From an optimization exercise on the open Yosys and OpenROAD flow, aimed at small area and a short achievable clock period; shortcuts taken in it are not production practice. Function was checked by simulation only, so behaviour that the tests miss may differ from the original. Power is estimated from default activity; no workload was simulated.

==> inputs of run a <==
// mips_pipe
module mips_pipe(
	input clk,
	input rst_n,
	input [6:0] sw,
	input buttonpress,
	output [6:0] imem_addr,
	input [31:0] imem_rdata,
	output dmem_we,
	output dmem_re,
	output [4:0] dmem_addr,
	output [31:0] dmem_wdata,
	input [31:0] dmem_rdata,
	output [31:0] smg_data,
	output [7:0] led
);
Settings: LEC_CHECK=0, CAP_MARGIN=20, CORE_MARGIN=2, CORE_UTILIZATION=55, CTS_BUF_LIST=sky130_fd_sc_hd__clkbuf_8, CTS_CLUSTER_SIZE=30, PLACE_DENSITY=0.65, SETUP_SLACK_MARGIN=5, SLEW_MARGIN=20; clock period 11.0 ns.
standard.sh (not shown) runs the stock make flow with config.mk's settings and CLKGATE_MAP_FILE= SYNTH_SCRIPT=/design/flow/synth_recipe.tcl, a recipe that flattens the netlist after the stock synthesis.
==> flow/flow/run.sh <==
#!/bin/bash
set -euo pipefail
bash standard.sh SETUP_SLACK_MARGIN=6 finish > flow_make.log 2>&1
==> inputs of run b, as changes to run a <==
==> flow/run.sh (new file) <==
#!/bin/bash
# synth_recipe.tcl (not shown) runs the flow's synth.tcl, then flattens the netlist and writes it again
# the make line also repeats each setting of config.mk as NAME=value (left out here)
make -C /OpenROAD-flow-scripts/flow DESIGN_CONFIG=/design/flow/config.mk WORK_HOME=/design/flow/orfs CLKGATE_MAP_FILE= SYNTH_SCRIPT=/design/flow/synth_recipe.tcl finish
CORE_UTILIZATION = 40   (was 55)
PLACE_DENSITY = 0.55   (was 0.65)
removed: flow/flow/run.sh
removed: flow/standard.sh
==> results.txt <==
- Between run b and run a, the lower sequential power is in run b (gap about 0.7%, measured against run a).
- Run a passed the timing, DRC and antenna checks. Run b finished but failed the layout checks on antenna rules.
- Against run a, the first-iteration DRC count of run b is smaller by 11%.
- In run b the die area is higher than in run a, by about 37%.
- Of run b and run a, run a has the higher critical path depth (gap 6).
- Via count: run a is larger than run b (4.4%).
- Of run a and run b, run b has the higher routed wire length (gap 2.6%, measured against run b).
- Against run a, the clock-buffer cell count of run b is lower by 15.
- Of run b and run a, run b has the higher sequential share of layout area (gap 1.5 points).
==> figures <==
Result of the run: run a complete, no violations; run b complete, but fails checks
Layout check failures: run a -; run b antenna rules
Launching element type of the critical path: run a flip-flop; run b input pin
Launch point of the worst reg-to-reg path: run a sel_a[5]; run b sel_b[1]
Count of non-filler cells in the finished layout: run a 7335; run b 7875
Number of nets with antenna violations after routing: run a 0; run b 1
Origin of the worst min-delay path: run a ex_ld; run b ex_st
Placer congestion estimate: run a 1.04; run b 1.07
Number of setup buffers added after CTS: run a 133; run b 11
Detailed Place HPWL: run a 193 mm; run b 206 mm
Area of combinational cells with multiple inputs: run a 26900 um2; run b 24900 um2
Sequential power: run a 6.76 mW; run b 6.71 mW
CP max-delay cell: run a sky130_fd_sc_hd__dfxtp_2; run b sky130_fd_sc_hd__o21ai_0
Vertical die dimension: run a 347 um; run b 406 um
Post-route standard cell area excluding fillers: run a 76900 um2; run b 74600 um2
Worst path setup slack after routing: run a 5.54 ns; run b 5.00 ns
Power share of the combinational group: run a 31.7%; run b 29.0%
Initial core utilization: run a 55.6%; run b 40.3%

========
==> 03-07 <==
Starting RTL as in the previous note.
Design mips_pipe, start of the top module:
module mips_pipe(
	input clk,
	input rst_n,
	input [6:0] sw,
	input buttonpress,
	output [6:0] imem_addr,
	input [31:0] imem_rdata,
	output dmem_we,
	output dmem_re,
	output [4:0] dmem_addr,
	output [31:0] dmem_wdata,
	input [31:0] dmem_rdata,
	output [31:0] smg_data,
	output [7:0] led
);
localparam [3:0] OT_R   = 4'd0;   
localparam [3:0] OT_SH  = 4'd1;   
localparam [3:0] OT_CL  = 4'd2;   
localparam [3:0] OT_AI  = 4'd3;   
localparam [3:0] OT_LI  = 4'd4;   
localparam [3:0] OT_LU  = 4'd5;   
localparam [3:0] OT_JR  = 4'd6;   
localparam [3:0] OT_J   = 4'd7;   
localparam [3:0] OT_BR  = 4'd8;   
localparam [3:0] OT_LW  = 4'd9;   
localparam [3:0] OT_SW  = 4'd10;  
localparam [3:0] OT_ER  = 4'd11;  
localparam [3:0] OT_SC  = 4'd12;  
localparam [3:0] OT_NOP = 4'd13;  
reg [6:0] pc_if;
reg [6:0] pc_id;
reg to_syscall, to_button, has_int, start_int, int_id, resetflag;
reg [8:0] count;
reg [6:0] int_pc;
reg [3:0] hold_ot;
reg [4:0] op;
reg [4:0] ra1, ra2, ra3;
reg two_bubble;
reg bubble_two;
reg [31:0] sel_a, sel_b;  
reg [15:0] tp_lo;        
reg tp_hi;
reg imm_sel;
reg [6:0] tgt;           
reg ex_valid, ex_ld, ex_st, ex_br, ex_jr, ex_j, ex_sc;
reg sa_ex, sa_wbd, sa_wbl, sb_ex, sb_wbd, sb_wbl;
reg [31:0] alu_out;
reg [31:0] xm_sw;
reg [4:0] xm_rd;
reg xm_valid, xm_ld, xm_st;
reg [31:0] mw_data;
reg mw_isld;
reg [4:0] mw_rd;
reg mw_valid;
reg [31:0] rf [0:31];
reg [31:0] rfv;
reg [31:0] smg;
reg [7:0] led_r;
assign imem_addr = pc_if;
assign dmem_we = xm_st;
assign dmem_re = xm_ld;
assign dmem_addr = alu_out[6:2];
assign dmem_wdata = xm_sw;
assign smg_data = smg;
assign led = led_r;
wire [31:0] ir = imem_rdata;
  ...
export LEC_CHECK = 0
export CAP_MARGIN = 20
export CORE_MARGIN = 2
export CORE_UTILIZATION = 55
export CTS_BUF_LIST = sky130_fd_sc_hd__clkbuf_8
export CTS_CLUSTER_SIZE = 30
export PLACE_DENSITY = 0.65
export SETUP_SLACK_MARGIN = 5
export SLEW_MARGIN = 20
create_clock -name core_clock -period 11.0 [get_ports {clk}]
==> flow/flow/run.sh <==
#!/bin/bash
# The standard layout (standard.sh: standard synthesis, floorplan, place, CTS, route),
# with these changes only:
set -euo pipefail
bash standard.sh SETUP_SLACK_MARGIN=6 MAX_REPAIR_ANTENNAS_ITER_DRT=10 \
  POST_GLOBAL_ROUTE_TCL="$PWD/flow/grt_post.tcl" finish > flow_make.log 2>&1
==> flow/flow/grt_post.tcl <==
# After the standard global-route antenna repair: one more diode pass that also treats
# nets within 20% of the antenna ratio limits as violating, so that detailed routing is
# less likely to leave a violation behind.
repair_antennas -ratio_margin 20 -iterations 3
check_placement -verbose
check_antennas -report_file $::env(REPORTS_DIR)/grt_antennas_margin.log
==> 12-04 (differences from 03-07) <==
--- a/flow/config.mk
+++ b/flow/config.mk
@@ -7,9 +7,9 @@
 export LEC_CHECK = 0
 export CAP_MARGIN = 20
 export CORE_MARGIN = 2
-export CORE_UTILIZATION = 55
+export CORE_UTILIZATION = 60
 export CTS_BUF_LIST = sky130_fd_sc_hd__clkbuf_8
 export CTS_CLUSTER_SIZE = 30
-export PLACE_DENSITY = 0.65
+export PLACE_DENSITY = 0.7
 export SETUP_SLACK_MARGIN = 5
 export SLEW_MARGIN = 20
==> 01-23 (differences from 03-07) <==
--- a/flow/config.mk
+++ b/flow/config.mk
@@ -7,9 +7,10 @@
 export LEC_CHECK = 0
 export CAP_MARGIN = 20
 export CORE_MARGIN = 2
-export CORE_UTILIZATION = 55
+export CORE_UTILIZATION = 60
 export CTS_BUF_LIST = sky130_fd_sc_hd__clkbuf_8
-export CTS_CLUSTER_SIZE = 30
-export PLACE_DENSITY = 0.65
+export CTS_CLUSTER_DIAMETER = 100
+export CTS_CLUSTER_SIZE = 12
+export PLACE_DENSITY = 0.7
 export SETUP_SLACK_MARGIN = 5
 export SLEW_MARGIN = 20
==> results.sh <==
export IMPL_status="timing/DRC/antenna clean"
export IMPL_p_per_area_mw_per_mm2=202.5
export IMPL_nets=5726
export IMPL_die_area_mm2=0.1104
export IMPL_cts_resized=484
export IMPL_seqPwrFrac_pct=44.2
export IMPL_holdWs_ps=356.5
export IMPL_buffers=548
(the above is from 01-23)
==> results.sh <==
export IMPL_status="timing/DRC/antenna clean"
export IMPL_buffers=517
export IMPL_cts_resized=431
export IMPL_seq_area_mm2=0.03851
export IMPL_drive_gt1_share_pct=22.37
export IMPL_dieHeight_um=346.9
export IMPL_seqPwrFrac_pct=40.6
export IMPL_ant_nets=0
export IMPL_hold_class="reg2reg"
export IMPL_nets=5783
export IMPL_holdWs_ps=347.9
export IMPL_nWellTaps=1524
export IMPL_die_area_mm2=0.1203
export IMPL_yosysMostFrequentCell="edfxtp_1"
export IMPL_cts_root_buf="clkbuf_8"
(the above is from 03-07)
==> results.sh <==
export IMPL_synth_compound_area_share_pct=20.67
export IMPL_drc=0
export IMPL_cts_resized=459
export IMPL_holdWs_ps=353.1
export IMPL_r2r_slack_ps=5400
export IMPL_cp_required_ps=11830
export IMPL_buffers=515
export IMPL_seqPwrFrac_pct=41.1
export IMPL_die_area_mm2=0.1104
export IMPL_cp_slowest_cell="dfxtp_2"
export IMPL_status="timing/DRC/antenna clean"
export IMPL_nets=5773
(the above is from 12-04)

static timing again, ports no longer ideal:
The results above use ideal ports. As a check the final layouts listed here were re-extracted and re-timed, cells and wires unchanged. Step 1 sets driving cells, clkbuf_16 on the clock port and buf_2 on the other inputs (assumed; they add their load-dependent delay and slew). Step 2 adds t to the input delays and takes it off the output delays; t is the mean of the earliest and latest rising clock arrival at the registers after step 1. Input paths then give back, and output paths get back, about the clock's delay inside the block. a / b / c = ideal ports / drivers / drivers and shift; a / b = the first two.
run	t, ns	setup WS [ns]	hold slack, ns	clock arrival spread, ns	worst slew at a driven data input, ns
run a	1.050	5.539 / 5.539 / 4.697	0.345 / 0.345 / 0.345	0.068 / 0.069	0.07
run b	1.099	4.997 / 5.046 / 3.947	0.361 / 0.361 / 0.361	0.099 / 0.099	0.05
03-07	1.054	5.571 / 5.571 / 4.738	0.348 / 0.348 / 0.348	0.066 / 0.065	0.07
12-04	1.019	5.401 / 5.401 / 4.624	0.353 / 0.353 / 0.353	0.062 / 0.062	0.06
01-23	0.974	5.557 / 5.557 / 4.747	0.356 / 0.356 / 0.356	0.057 / 0.057	0.14
The setup slack of run b, which loses most, moves by +0.049 ns with the drivers and by -1.050 ns with both steps.
